This is an optimization exercise on Yosys and OpenROAD, whose aim is small area and a short achievable clock period, not a production implementation. In this exercise RTL edits were held to simulation tests only and were not proved equivalent to the original. No activity file was given, so power comes from the tool's default toggle rates.

## indigo
==> flow/design.v (excerpt) <==
module	apb_pwm #(parameter DATA_WIDTH = 32,
                        ADDR_WIDTH = 8)(
	input   logic                   PCLK_i,
	input   logic                   PRST_ni,
	input   logic                   PWRITE_i,
	input   logic [ADDR_WIDTH -1:0] PADDR_i,
	input   logic [DATA_WIDTH -1:0] PWDATA_i,
	input   logic                   PSEL_i,PENABLE_i,
	output  logic [DATA_WIDTH -1:0] PRDATA_o,
	output  logic                   o_pwm_1,
	output  logic                   o_pwm_2,
	output  logic                   oe_pwm1,
	output  logic                   oe_pwm2,
	output  logic                   PSLVERR_o,PREADY_o
);
	wire       hit = (PADDR_i[7:5] == 3'd0) && (PADDR_i[1:0] == 2'd0);
	wire [2:0] idx = PADDR_i[4:2];
	wire       wr  = PSEL_i & PENABLE_i & PWRITE_i & hit;
	wire       rs  = PSEL_i & ~PENABLE_i & ~PWRITE_i & hit;
	wire [7:0] we = {8{wr}} & (8'd1 << idx);
	logic [2:0] ctrl_1, ctrl_2;
	always_ff @(posedge PCLK_i or negedge PRST_ni)
		if (!PRST_ni) begin
			ctrl_1 <= 3'd0;
			ctrl_2 <= 3'd0;
  ...
Size in the first run: roughly 370 flip-flops, about 83 I/O pins, ~19,000 µm² of cells after synthesis.
Settings: LEC_CHECK=0, CAP_MARGIN=20, CORE_MARGIN=2, CORE_UTILIZATION=50, CTS_BUF_LIST=sky130_fd_sc_hd__clkbuf_8, CTS_CLUSTER_DIAMETER=60, CTS_CLUSTER_SIZE=20, SETUP_SLACK_MARGIN=2.6, SLEW_MARGIN=20; clock period 5.0 ns.
standard.sh (not shown) runs the stock make flow with config.mk's settings and CLKGATE_MAP_FILE= SYNTH_SCRIPT=/design/flow/synth_recipe.tcl, a recipe that flattens the netlist after the stock synthesis.
==> flow/flow/run.sh <==
#!/bin/bash
# The standard layout (standard.sh) with these changes:
#  - synthesis keeps adders as plain logic for ABC (no adder-cell extraction)
#    and, when flow/abc.script exists, maps with that ABC script instead of
#    ORFS's; registers and their names are those of the standard synthesis
#  - ports get buf_1 buffers (sized later by repair) instead of delay cells
# make's full output goes to standard.log; ORFS's own logs are in orfs/logs.
set -euo pipefail
W=$PWD
args=(ADDER_MAP_FILE= "BUFFER_PORTS_ARGS=-buffer_cell sky130_fd_sc_hd__buf_1" "SYNTH_SCRIPT=$W/flow/my_synth.tcl")
if [[ -f flow/abc.script ]]; then args+=("MY_ABC_SCRIPT=$W/flow/abc.script"); fi
if [[ -f flow/extra.vars ]]; then while read -r l; do [[ -n "$l" ]] && args+=("$l"); done < flow/extra.vars; fi
bash standard.sh "${args[@]}" finish > standard.log 2>&1
==> flow/flow/my_synth.tcl <==
proc synth {args} { yosys synth -nofsm -noshare {*}$args }
proc abc {args} {
  set i [lsearch -exact $args -script]
  if {$i >= 0 && [info exists ::env(MY_ABC_SCRIPT)] && $::env(MY_ABC_SCRIPT) ne ""} {
    lset args [expr {$i + 1}] $::env(MY_ABC_SCRIPT)
  }
  yosys abc {*}$args
}
source $::env(SCRIPTS_DIR)/synth.tcl
# left out here: clear keep_hierarchy, flatten, clean up, hide names made inside functions, write 1_2_yosys.v
Per the final summary, indigo finished and its layout is clean on timing, DRC and antenna.
Input changes introduced in amber (baseline for comparison: indigo):
- CTS_CLUSTER_SIZE changed from 20 to 24
- TNS_END_PERCENT newly set to 0
- CTS_BUF_LIST changed from sky130_fd_sc_hd__clkbuf_8 to sky130_fd_sc_hd__clkbuf_16
- CTS_CLUSTER_DIAMETER changed from 60 to 80
==> flow/flow/abc.script (new file) <==
strash
dc2
dch
map
topo
stime -c
==> comparison <==
amber went all the way through the flow, and no timing, DRC or antenna check failed.
amber ends up with a final instance area that is 9.4% lower than in indigo.
Clock insertion delay at the later pin of the skew report: amber vs indigo down 0.12 ns
Where first-iteration DRC count is concerned, indigo is outperformed by amber.
amber: clock network area share 0.47 points above indigo
Taking indigo as 1.0, amber lands at 0.933 on netlist area before placement.
Looking at layout buffer count excluding clock buffers, amber sits 32% lower than indigo does.

---

apb_pwm again, from the RTL that the note above started with.
==> flow/config.mk <==
export PLATFORM = sky130hd
export DESIGN_NAME = apb_pwm
export DESIGN_NICKNAME = apb_pwm
export VERILOG_FILES = /design/flow/design.v
export SDC_FILE = /design/flow/constraint.sdc
export NUM_CORES = 4
export LEC_CHECK = 0
export CAP_MARGIN = 20
export CORE_MARGIN = 2
export CORE_UTILIZATION = 50
export CTS_BUF_LIST = sky130_fd_sc_hd__clkbuf_16
export CTS_CLUSTER_DIAMETER = 80
export CTS_CLUSTER_SIZE = 24
export SETUP_SLACK_MARGIN = 2.6
export SLEW_MARGIN = 20
export TNS_END_PERCENT = 0
==> flow/constraint.sdc <==
create_clock -name core_clock -period 5.0 [get_ports {PCLK_i}]
set_input_delay 1.0000 -clock core_clock [delete_from_list [all_inputs] [get_ports {PCLK_i}]]
set_output_delay 1.0000 -clock core_clock [all_outputs]
set_load 0.01 [all_outputs]
==> flow/flow/run.sh <==
#!/bin/bash
# The standard layout (standard.sh) with these changes:
#  - synthesis keeps adders as plain logic for ABC (no adder-cell extraction)
#    and, when flow/abc.script exists, maps with that ABC script instead of
#    ORFS's; registers and their names are those of the standard synthesis
#  - ports get buf_1 buffers (or the cell named in flow/port_buf), sized
#    later by repair, instead of delay cells
# make's full output goes to standard.log; ORFS's own logs are in orfs/logs.
#  - the delay cells are added to the platform's don't-use list
set -euo pipefail
W=$PWD
PORT_BUF=sky130_fd_sc_hd__buf_1
if [[ -f flow/port_buf ]]; then PORT_BUF=$(cat flow/port_buf); fi
DONT_USE="sky130_fd_sc_hd__probe_p_8 sky130_fd_sc_hd__probec_p_8 sky130_fd_sc_hd__lpflow_bleeder_1 sky130_fd_sc_hd__lpflow_clkbufkapwr_1 sky130_fd_sc_hd__lpflow_clkbufkapwr_16 sky130_fd_sc_hd__lpflow_clkbufkapwr_2 sky130_fd_sc_hd__lpflow_clkbufkapwr_4 sky130_fd_sc_hd__lpflow_clkbufkapwr_8 sky130_fd_sc_hd__lpflow_clkinvkapwr_1 sky130_fd_sc_hd__lpflow_clkinvkapwr_16 sky130_fd_sc_hd__lpflow_clkinvkapwr_2 sky130_fd_sc_hd__lpflow_clkinvkapwr_4 sky130_fd_sc_hd__lpflow_clkinvkapwr_8 sky130_fd_sc_hd__lpflow_decapkapwr_12 sky130_fd_sc_hd__lpflow_decapkapwr_3 sky130_fd_sc_hd__lpflow_decapkapwr_4 sky130_fd_sc_hd__lpflow_decapkapwr_6 sky130_fd_sc_hd__lpflow_decapkapwr_8 sky130_fd_sc_hd__lpflow_inputiso0n_1 sky130_fd_sc_hd__lpflow_inputiso0p_1 sky130_fd_sc_hd__lpflow_inputiso1n_1 sky130_fd_sc_hd__lpflow_inputiso1p_1 sky130_fd_sc_hd__lpflow_inputisolatch_1 sky130_fd_sc_hd__lpflow_isobufsrc_1 sky130_fd_sc_hd__lpflow_isobufsrc_16 sky130_fd_sc_hd__lpflow_isobufsrc_2 sky130_fd_sc_hd__lpflow_isobufsrc_4 sky130_fd_sc_hd__lpflow_isobufsrc_8 sky130_fd_sc_hd__lpflow_isobufsrckapwr_16 sky130_fd_sc_hd__lpflow_lsbuf_lh_hl_isowell_tap_1 sky130_fd_sc_hd__lpflow_lsbuf_lh_hl_isowell_tap_2 sky130_fd_sc_hd__lpflow_lsbuf_lh_hl_isowell_tap_4 sky130_fd_sc_hd__lpflow_lsbuf_lh_isowell_4 sky130_fd_sc_hd__lpflow_lsbuf_lh_isowell_tap_1 sky130_fd_sc_hd__lpflow_lsbuf_lh_isowell_tap_2 sky130_fd_sc_hd__lpflow_lsbuf_lh_isowell_tap_4"
DELAY_CELLS="sky130_fd_sc_hd__clkdlybuf4s15_1 sky130_fd_sc_hd__clkdlybuf4s15_2 sky130_fd_sc_hd__clkdlybuf4s18_1 sky130_fd_sc_hd__clkdlybuf4s18_2 sky130_fd_sc_hd__clkdlybuf4s25_1 sky130_fd_sc_hd__clkdlybuf4s25_2 sky130_fd_sc_hd__clkdlybuf4s50_1 sky130_fd_sc_hd__clkdlybuf4s50_2 sky130_fd_sc_hd__dlygate4sd1_1 sky130_fd_sc_hd__dlygate4sd2_1 sky130_fd_sc_hd__dlygate4sd3_1 sky130_fd_sc_hd__dlymetal6s2s_1 sky130_fd_sc_hd__dlymetal6s4s_1 sky130_fd_sc_hd__dlymetal6s6s_1"
args=(ADDER_MAP_FILE= "BUFFER_PORTS_ARGS=-buffer_cell $PORT_BUF" "SYNTH_SCRIPT=$W/flow/my_synth.tcl")
if [[ -f flow/no_delay_cells ]]; then args+=("DONT_USE_CELLS=$DONT_USE $DELAY_CELLS"); fi
if [[ -f flow/abc.script ]]; then args+=("MY_ABC_SCRIPT=$W/flow/abc.script"); fi
if [[ -f flow/extra.vars ]]; then while read -r l; do [[ -n "$l" ]] && args+=("$l"); done < flow/extra.vars; fi
bash standard.sh "${args[@]}" finish > standard.log 2>&1
==> flow/flow/abc.script <==
strash
dch
map -D 1000
topo
stime -c
Scripts as last shown in full above: flow/flow/my_synth.tcl
The baseline passed the timing, DRC and antenna checks.
Edit:
==> flow/flow/abc.script (replaced) <==
strash
dch
map -D 1200
topo
stime -c
- SETUP_SLACK_MARGIN: 2.6 -> 2.8
- TNS_END_PERCENT: 0 -> 5
What happened: The changed run completed with no timing, DRC or antenna violations. Setup slack hardly moves. Design area came out higher by 3.4%. Register-to-register slack is worse by 70 ps. Flip-flop and latch count does not change. Total power came out higher by 4.2%. Synthesized cell count came out lower by 7.6%. Die area came out lower by 3.9%. Via count came out lower by 2.0%.
Edit:
==> flow/flow/abc.script (replaced) <==
strash
dch
map -D 1000
topo
stime -c
Result:
- total power went down by a few percent
- hold slack gets better by 64 ps
- maximum frequency went up by a few percent
- worst setup slack gets better by 130 ps
- clock-buffer cell count does not change
- routed wire length went up by a few percent
- global-route usage went down by 0.49 points
- via count went up by a few percent
- cell area stays flat
- synthesized cell count went up by a little under a tenth
- sequential power went down slightly
Edit:
==> flow/flow/abc.script (replaced) <==
strash
dch -f
map
topo
stime -c
==> flow/flow/no_delay_cells (new file) <==
delay cells are on the don't-use list
==> flow/flow/port_buf (new file) <==
sky130_fd_sc_hd__buf_2
- SETUP_SLACK_MARGIN: 2.8 -> 2.6
- TNS_END_PERCENT: 5 -> 0
=>
- sequential share of layout area shrinks by 1.0 points
- synthesized area grows by a few percent
- worst hold slack degrades by 10 ps
- first-iteration DRC count grows by about a fifth
- final area grows by a few percent
- die area grows by a few percent
- sequential power shrinks by a few percent
- clock skew hardly moves
- via count grows by a little under a tenth
- count of clock-buffer cells in the layout grows by 2
- total power shrinks by a few percent

[static timing again, ports no longer ideal]
How much do the figures lean on ideal ports? The routed layouts below were timed once more, with nothing changed but the port constraints.
Step 1 assumes that a clkbuf_16 drives the clock port and a buf_2 every other input.
Step 2, shift: input delay + t, output delay - t, t = (earliest + latest rising clock arrival at the registers) / 2. This alone moves slack from input paths to output paths.
a / b / c = ideal / step 1 / step 2; a / b = the first two.
run	shift t [ns]	setup WS [ns]	worst hold slack (ns)	worst register clock-pin slew, ns	worst data-port slew with drivers (ns)
indigo	0.711	2.348 / 2.348 / 1.884	0.441 / 0.412 / 0.480	0.12 / 0.12	0.04
amber	0.601	1.076 / 1.076 / 1.076	0.474 / 0.455 / 0.474	0.10 / 0.10	0.04
the first run of note 2	0.615	2.528 / 2.536 / 1.921	0.462 / 0.435 / 0.485	0.10 / 0.10	0.05
the second run of note 2	0.608	2.525 / 2.529 / 1.950	0.413 / 0.382 / 0.469	0.10 / 0.10	0.04
the third run of note 2	0.625	2.655 / 2.678 / 2.053	0.477 / 0.477 / 0.477	0.10 / 0.10	0.05
the fourth run of note 2	0.625	2.456 / 2.456 / 1.906	0.467 / 0.467 / 0.467	0.10 / 0.10	0.04
After both steps setup and hold are still met in every run listed. For the first run of note 2, which loses most, drivers alone change the setup slack by +0.008 ns; drivers and shift together by -0.607 ns.
